What follows belongs to an exercise in optimizing a design on an open flow for small area, a short achievable clock period and few clock cycles per item; a production flow would make more cautious choices. RTL that was checked went through simulation tests only; none was proved equivalent to the original. Power figures rest on the tool's default switching activity, not on a simulated workload.

## iir_orde1_axis_wrapper
module iir_orde1_axis_wrapper #(
    parameter integer C_S_AXI_DATA_WIDTH = 32,
    parameter integer C_S_AXI_ADDR_WIDTH = 4,
    parameter integer DATA_WIDTH         = 32   
)(
    input  wire aclk,
    input  wire aresetn,   
    input  wire [DATA_WIDTH-1:0] s_axis_tdata,
    input  wire                  s_axis_tvalid,
    output wire                  s_axis_tready,
    input  wire                  s_axis_tlast,
    output wire [DATA_WIDTH-1:0] m_axis_tdata,
    output reg                   m_axis_tvalid,
    input  wire                  m_axis_tready,
    output reg                   m_axis_tlast,
    input  wire [C_S_AXI_ADDR_WIDTH-1:0] s_axi_awaddr,
    input  wire                          s_axi_awvalid,
    output wire                          s_axi_awready,
    input  wire [C_S_AXI_DATA_WIDTH-1:0] s_axi_wdata,
    input  wire [C_S_AXI_DATA_WIDTH/8-1:0] s_axi_wstrb,
    input  wire                          s_axi_wvalid,
    output wire                          s_axi_wready,
    output wire [1:0]                    s_axi_bresp,
    output wire                          s_axi_bvalid,
    input  wire                          s_axi_bready,
    input  wire [C_S_AXI_ADDR_WIDTH-1:0] s_axi_araddr,
    input  wire                          s_axi_arvalid,
    output wire                          s_axi_arready,
    output wire [C_S_AXI_DATA_WIDTH-1:0] s_axi_rdata,
    output wire [1:0]                    s_axi_rresp,
    output wire                          s_axi_rvalid,
    input  wire                          s_axi_rready
);
For scale: ~500 flip-flops, about 160 I/O pins.
Settings: LEC_CHECK=0, CAP_MARGIN=20, CORE_MARGIN=2, CORE_UTILIZATION=40, SLEW_MARGIN=20; clock period 15.0 ns.
standard.sh (not shown) runs the stock make flow with config.mk's settings and CLKGATE_MAP_FILE= SYNTH_SCRIPT=/design/flow/synth_recipe.tcl, a recipe that flattens the netlist after the stock synthesis.
==> flow/flow/run.sh <==
#!/bin/bash
# The standard layout (the standard.sh, unchanged synthesis and SDC) with
# two changes to how ORFS builds it:
#  - the port buffers are plain buf_2 cells (ORFS otherwise picks a slow
#    delay-buffer cell for them); every port is still buffered;
#  - timing repair aims at a slack margin, so it works on the paths that
#    set the achieved period.
set -o pipefail
export SETUP_SLACK_MARGIN=11.0
export BUFFER_PORTS_ARGS="-inputs -outputs -buffer_cell sky130_fd_sc_hd__buf_2"
bash standard.sh > standard.log 2>&1
The starting point produced a clean layout.
Testbench counts at the start, summed over its fixed seeds: cycles 8,320, items 4,096.
Change:
--- a/flow/flow/run.sh
+++ b/flow/flow/run.sh
@@ -9 +9 @@
-export SETUP_SLACK_MARGIN=11.0
+export SETUP_SLACK_MARGIN=10.5
Settings changed: CORE_UTILIZATION 40 to 55, CTS_CLUSTER_DIAMETER from default to 60, CTS_CLUSTER_SIZE from default to 30.
Effect: Power falls by a few percent; global-route usage rises by 8.4 points; first-iteration DRC count rises by roughly a tenth; non-clock buffer count falls by 28; synthesized area is unchanged; via count stays flat.
Change:
Settings changed: CORE_UTILIZATION 55 to 40, CTS_CLUSTER_DIAMETER 60 to default, CTS_CLUSTER_SIZE 30 to default.
After rerunning: The new run finished with timing, DRC and antenna clean; routed wire length drops by 5.4%; setup slack improved by 17 ps; utilization drops by 16 points; global-route usage drops by 10 points; maximum frequency climbs by 0.38%; die area climbs by 37%; synthesized area stays the same; power climbs by 1.4%.
Change:
==> flow/run.sh (new file) <==
#!/bin/bash
# synth_recipe.tcl (not shown) runs the flow's synth.tcl, then flattens the netlist and writes it again
# the make line also repeats each setting of config.mk as NAME=value (left out here)
make -C /OpenROAD-flow-scripts/flow DESIGN_CONFIG=/design/flow/config.mk WORK_HOME=/design/flow/orfs CLKGATE_MAP_FILE= SYNTH_SCRIPT=/design/flow/synth_recipe.tcl finish
removed: flow/flow/run.sh
removed: flow/standard.sh
Result:
- The new run completed without violations
- count of clock-buffer cells in the layout decreases by 1
- design area decreases slightly
- worst setup slack gets worse by 1200 ps
Change:
==> flow/flow/run.sh (new file) <==
#!/bin/bash
# The standard layout (the standard.sh, unchanged synthesis), with ORFS's
# timing repair aimed at a slack margin, so it works on the paths that set
# the achieved period. The SDC and every other setting stay as given.
set -o pipefail
export SETUP_SLACK_MARGIN=10.5
bash standard.sh > standard.log 2>&1
==> flow/standard.sh (new file) <==
#!/bin/bash
# synth_recipe.tcl (not shown) runs the flow's synth.tcl, then flattens the netlist and writes it again
# the make line also repeats each setting of config.mk as NAME=value (left out here)
make -C /OpenROAD-flow-scripts/flow DESIGN_CONFIG=/design/flow/config.mk WORK_HOME=/design/flow/orfs CLKGATE_MAP_FILE= SYNTH_SCRIPT=/design/flow/synth_recipe.tcl "${@:-finish}"
removed: flow/run.sh
What happened: The changed run went through all stages and came out clean; flip-flop and latch count is unchanged; final area is higher by 2.4%; global-route usage is higher by 0.54 points; first-iteration DRC count is higher by about 12%; total power is higher by 5.3%; critical path depth is higher by 1; setup slack improved by 1100 ps; non-clock buffer count is higher by 55; register-to-register slack improved by 930 ps; cell count is higher by about 1.3%.

Another version of the RTL of iir_orde1_axis_wrapper (not shown whole).
Size: about 3,500 cells after synthesis, ~160 I/O pins, roughly 35,000 sq um of cells after synthesis.
Settings: LEC_CHECK=0, CAP_MARGIN=20, CORE_MARGIN=2, CORE_UTILIZATION=40, SLEW_MARGIN=20; clock period 15.0 ns.
==> flow/flow/run.sh <==
#!/bin/bash
# The standard layout (the standard.sh, unchanged synthesis and SDC) with
# two changes to how ORFS builds it:
#  - the port buffers are plain buf_2 cells (ORFS otherwise picks a slow
#    delay-buffer cell for them); every port is still buffered;
#  - timing repair aims at a slack margin, so it works on the paths that
#    set the achieved period.
set -o pipefail
export SETUP_SLACK_MARGIN=10.6
export BUFFER_PORTS_ARGS="-inputs -outputs -buffer_cell sky130_fd_sc_hd__buf_2"
bash standard.sh > standard.log 2>&1
Testbench counts at the start, summed over its fixed seeds: cycles 8,320, items 4,096.
Change:
--- a/flow/flow/run.sh
+++ b/flow/flow/run.sh
@@ -7,5 +7,5 @@
 #    set the achieved period.
 set -o pipefail
-export SETUP_SLACK_MARGIN=10.6
+export SETUP_SLACK_MARGIN=10.5
 export BUFFER_PORTS_ARGS="-inputs -outputs -buffer_cell sky130_fd_sc_hd__buf_2"
 bash standard.sh > standard.log 2>&1
CTS_BUF_LIST = sky130_fd_sc_hd__clkbuf_8   (was default)
Result:
- The new run passed the timing, design-rule and antenna checks
- power decreases by 1.4%
- cell area barely changes
- fmax barely changes
- wire length increases by 0.97%
- sequential cell count stays the same
- hold slack is better by 0.0031 ns
- sequential share of layout area barely changes
- combinational power decreases by about 3%
- non-clock buffer count increases by 5
- register-to-register slack hardly moves
- clock power hardly moves
Change:
CTS_BUF_LIST = default   (was sky130_fd_sc_hd__clkbuf_8)
The changed run ran to the end with no violations.
Clock-buffer cell count drops by 32.
Combinational power hardly moves.
Hold slack stays flat.
Clock skew drops by 0.0087 ns.
Fmax drops by 0.41%.
Total power climbs by 1.9%.
Flip-flop and latch count is unchanged.

Setup of red:
iir_orde1_axis_wrapper, a different RTL version from the one above (not shown whole).
Size in the first run: roughly 550 flip-flops, about 160 I/O pins, about 0.038 sq mm of cells after synthesis.
==> flow/config.mk <==
export PLATFORM = sky130hd
export DESIGN_NAME = iir_orde1_axis_wrapper
export DESIGN_NICKNAME = iir_orde1_axis_wrapper
export VERILOG_FILES = /design/flow/design.v
export SDC_FILE = /design/flow/constraint.sdc
export NUM_CORES = 4
export LEC_CHECK = 0
export CAP_MARGIN = 20
export CORE_MARGIN = 2
export CORE_UTILIZATION = 40
export SLEW_MARGIN = 20
==> flow/constraint.sdc <==
create_clock -name core_clock -period 15.0 [get_ports {aclk}]
set_input_delay 3.0000 -clock core_clock [delete_from_list [all_inputs] [get_ports {aclk}]]
set_output_delay 3.0000 -clock core_clock [all_outputs]
set_load 0.01 [all_outputs]
==> flow/flow/run.sh <==
#!/bin/bash
# The standard layout (the standard.sh, unchanged synthesis and SDC) with
# two changes to how ORFS builds it:
#  - the port buffers are plain buf_2 cells (ORFS otherwise picks a slow
#    delay-buffer cell for them); every port is still buffered;
#  - timing repair aims at a slack margin, so it works on the paths that
#    set the achieved period.
set -o pipefail
export SETUP_SLACK_MARGIN=10.5
export BUFFER_PORTS_ARGS="-inputs -outputs -buffer_cell sky130_fd_sc_hd__buf_2"
bash standard.sh > standard.log 2>&1
Per the final summary, red finished and its layout is clean on timing, DRC and antenna.
The inputs of blue differ from those of red as listed below.
==> flow/flow/run.sh <==
#!/bin/bash
# The standard layout (the standard.sh, unchanged synthesis), with ORFS's
# timing repair aimed at a slack margin, so it works on the paths that set
# the achieved period. The SDC and every other setting stay as given.
set -o pipefail
export SETUP_SLACK_MARGIN=10.5
bash standard.sh > standard.log 2>&1
[summary]
blue: critical path depth 4 above red. Compared with red, blue shows clock period minus worst slack higher by 0.13 ns. Looking only at arrival time of data at the critical path endpoint, and setting everything else aside, the higher value of blue and red goes to blue. On clock latency at the later pin of the worst-skew pair, blue tracks red almost exactly. Per the comparison of blue with red, share of the synthesized netlist area taken by xor and xnor gates did not really move, final area now larger, largest fanout on the critical path saw a decrease.
No run of this note included a check of the RTL's function; only the layout flow was run.

== build 68 ==
iir_orde1_axis_wrapper, a different RTL version from the one above (not shown whole).
For scale: about 490 flip-flops, about 160 I/O pins, about 35000 sq um of cells after synthesis.
export LEC_CHECK = 0
export CAP_MARGIN = 20
export CORE_MARGIN = 2
export CORE_UTILIZATION = 40
export SLEW_MARGIN = 20
create_clock -name core_clock -period 15.0 [get_ports {aclk}]
==> flow/flow/run.sh <==
#!/bin/bash
# The standard layout (the standard.sh, unchanged synthesis and SDC) with
# two changes to how ORFS builds it:
#  - the port buffers are plain buf_2 cells (ORFS otherwise picks a slow
#    delay-buffer cell for them); every port is still buffered;
#  - timing repair aims at a slack margin, so it works on the paths that
#    set the achieved period.
set -o pipefail
export SETUP_SLACK_MARGIN=10.7
export BUFFER_PORTS_ARGS="-inputs -outputs -buffer_cell sky130_fd_sc_hd__buf_2"
bash standard.sh > standard.log 2>&1
Testbench counts of build 68, summed over its fixed seeds: cycles 8,320, items 4,096.
Input changes introduced in build 15 (baseline for comparison: build 68):
- changing CORE_UTILIZATION from 40 to 60
==> comparison <==
Per the comparison of build 15 with build 68, die area decreased by 30000 sq um relative to the old numbers, final-layout clock buffer total now sits lower, switching power total +about 1.4%. When the final numbers for build 68 and build 15 were put side by side, the multi-input logic portion of the cell area turned out to be smaller in build 68. The beginning of the critical path comes out axi_bvalid in one run and core.a1_two[3] in the other, namely in build 68 and build 15 respectively. Non-clock buffer count in build 15 is about 1.7% above build 68. On met2 wirelength from detailed routing: between build 68 and build 15, it ends up higher for build 15. In the flow results for build 68 and build 15, the setup slack is larger on build 68.
Modified inputs, build 74 compared to build 15
- CORE_UTILIZATION: 60 -> 40
- PLACE_DENSITY: unset -> 0.75
==> results.txt <==
Net switching power figure went down slightly going from build 15 to build 74. Non-clock buffer share of cell area in build 74 is 0.81 points lower than in build 15. Comparing build 74 and build 15, clock-cell share of area is higher on build 74. Between build 74 and build 15, the difference in simple logic cell fraction of the synthesized area is negligible. Between build 74 and build 15, the count of multi-input gates does not differ in any meaningful way. Across both runs, non-clock buffer count was lower for build 74 than for build 15. On final critical-path required period, build 15 beats build 74. Between build 74 and build 15, it is build 74 whose post-detailed-placement half-perimeter wirelength is lower, by about 4.3%. When build 74 is set beside build 15, its total chip power turns out to be 0.73% larger.

==> port drivers added, routing unchanged <==
The results above use ideal ports. As a check the final layouts listed here were re-extracted and re-timed, cells and wires unchanged. Step 1 (the two cells are an assumption about what drives the block):
set clk [get_ports {aclk}]
set_driving_cell -lib_cell sky130_fd_sc_hd__clkbuf_16 $clk
set_driving_cell -lib_cell sky130_fd_sc_hd__buf_2 [delete_from_list [all_inputs] $clk]
Step 2 moves the port delays by t, midway between the first and last clock arrival at a register: inputs arrive t later, outputs are due t later. That takes back most of the time a late clock gives input paths. a / b / c = ideal / step 1 / step 2; a / b = the first two.
run	t, ns	setup WS [ns]	hold slack, ns
the first run of note 1	0.668	10.597 / 10.597 / 10.408	0.402 / 0.402 / 0.402
the second run of note 1	0.659	10.529 / 10.529 / 10.006	0.374 / 0.374 / 0.374
the third run of note 1	0.685	10.546 / 10.546 / 9.964	0.381 / 0.381 / 0.381
the fourth run of note 1	0.690	9.391 / 9.435 / 8.745	0.392 / 0.392 / 0.392
the fifth run of note 1	0.670	10.533 / 10.474 / 9.965	0.377 / 0.377 / 0.377
the first run of note 2	0.675	10.563 / 10.563 / 10.083	0.385 / 0.385 / 0.385
the second run of note 2	0.747	10.574 / 10.574 / 9.941	0.388 / 0.388 / 0.388
the third run of note 2	0.683	10.556 / 10.556 / 10.012	0.389 / 0.389 / 0.389
red	0.699	10.555 / 10.555 / 10.035	0.402 / 0.402 / 0.402
blue	0.705	10.426 / 10.426 / 9.915	0.388 / 0.388 / 0.388
build 68	0.675	10.776 / 10.710 / 10.165	0.395 / 0.395 / 0.395
build 15	0.681	10.714 / 10.696 / 10.104	0.389 / 0.389 / 0.389
build 74	0.664	10.701 / 10.701 / 10.164	0.406 / 0.406 / 0.406
After both steps setup and hold are still met in every run listed. The setup slack of the fourth run of note 1, which loses most, moves by +0.044 ns with the drivers and by -0.646 ns with both steps.
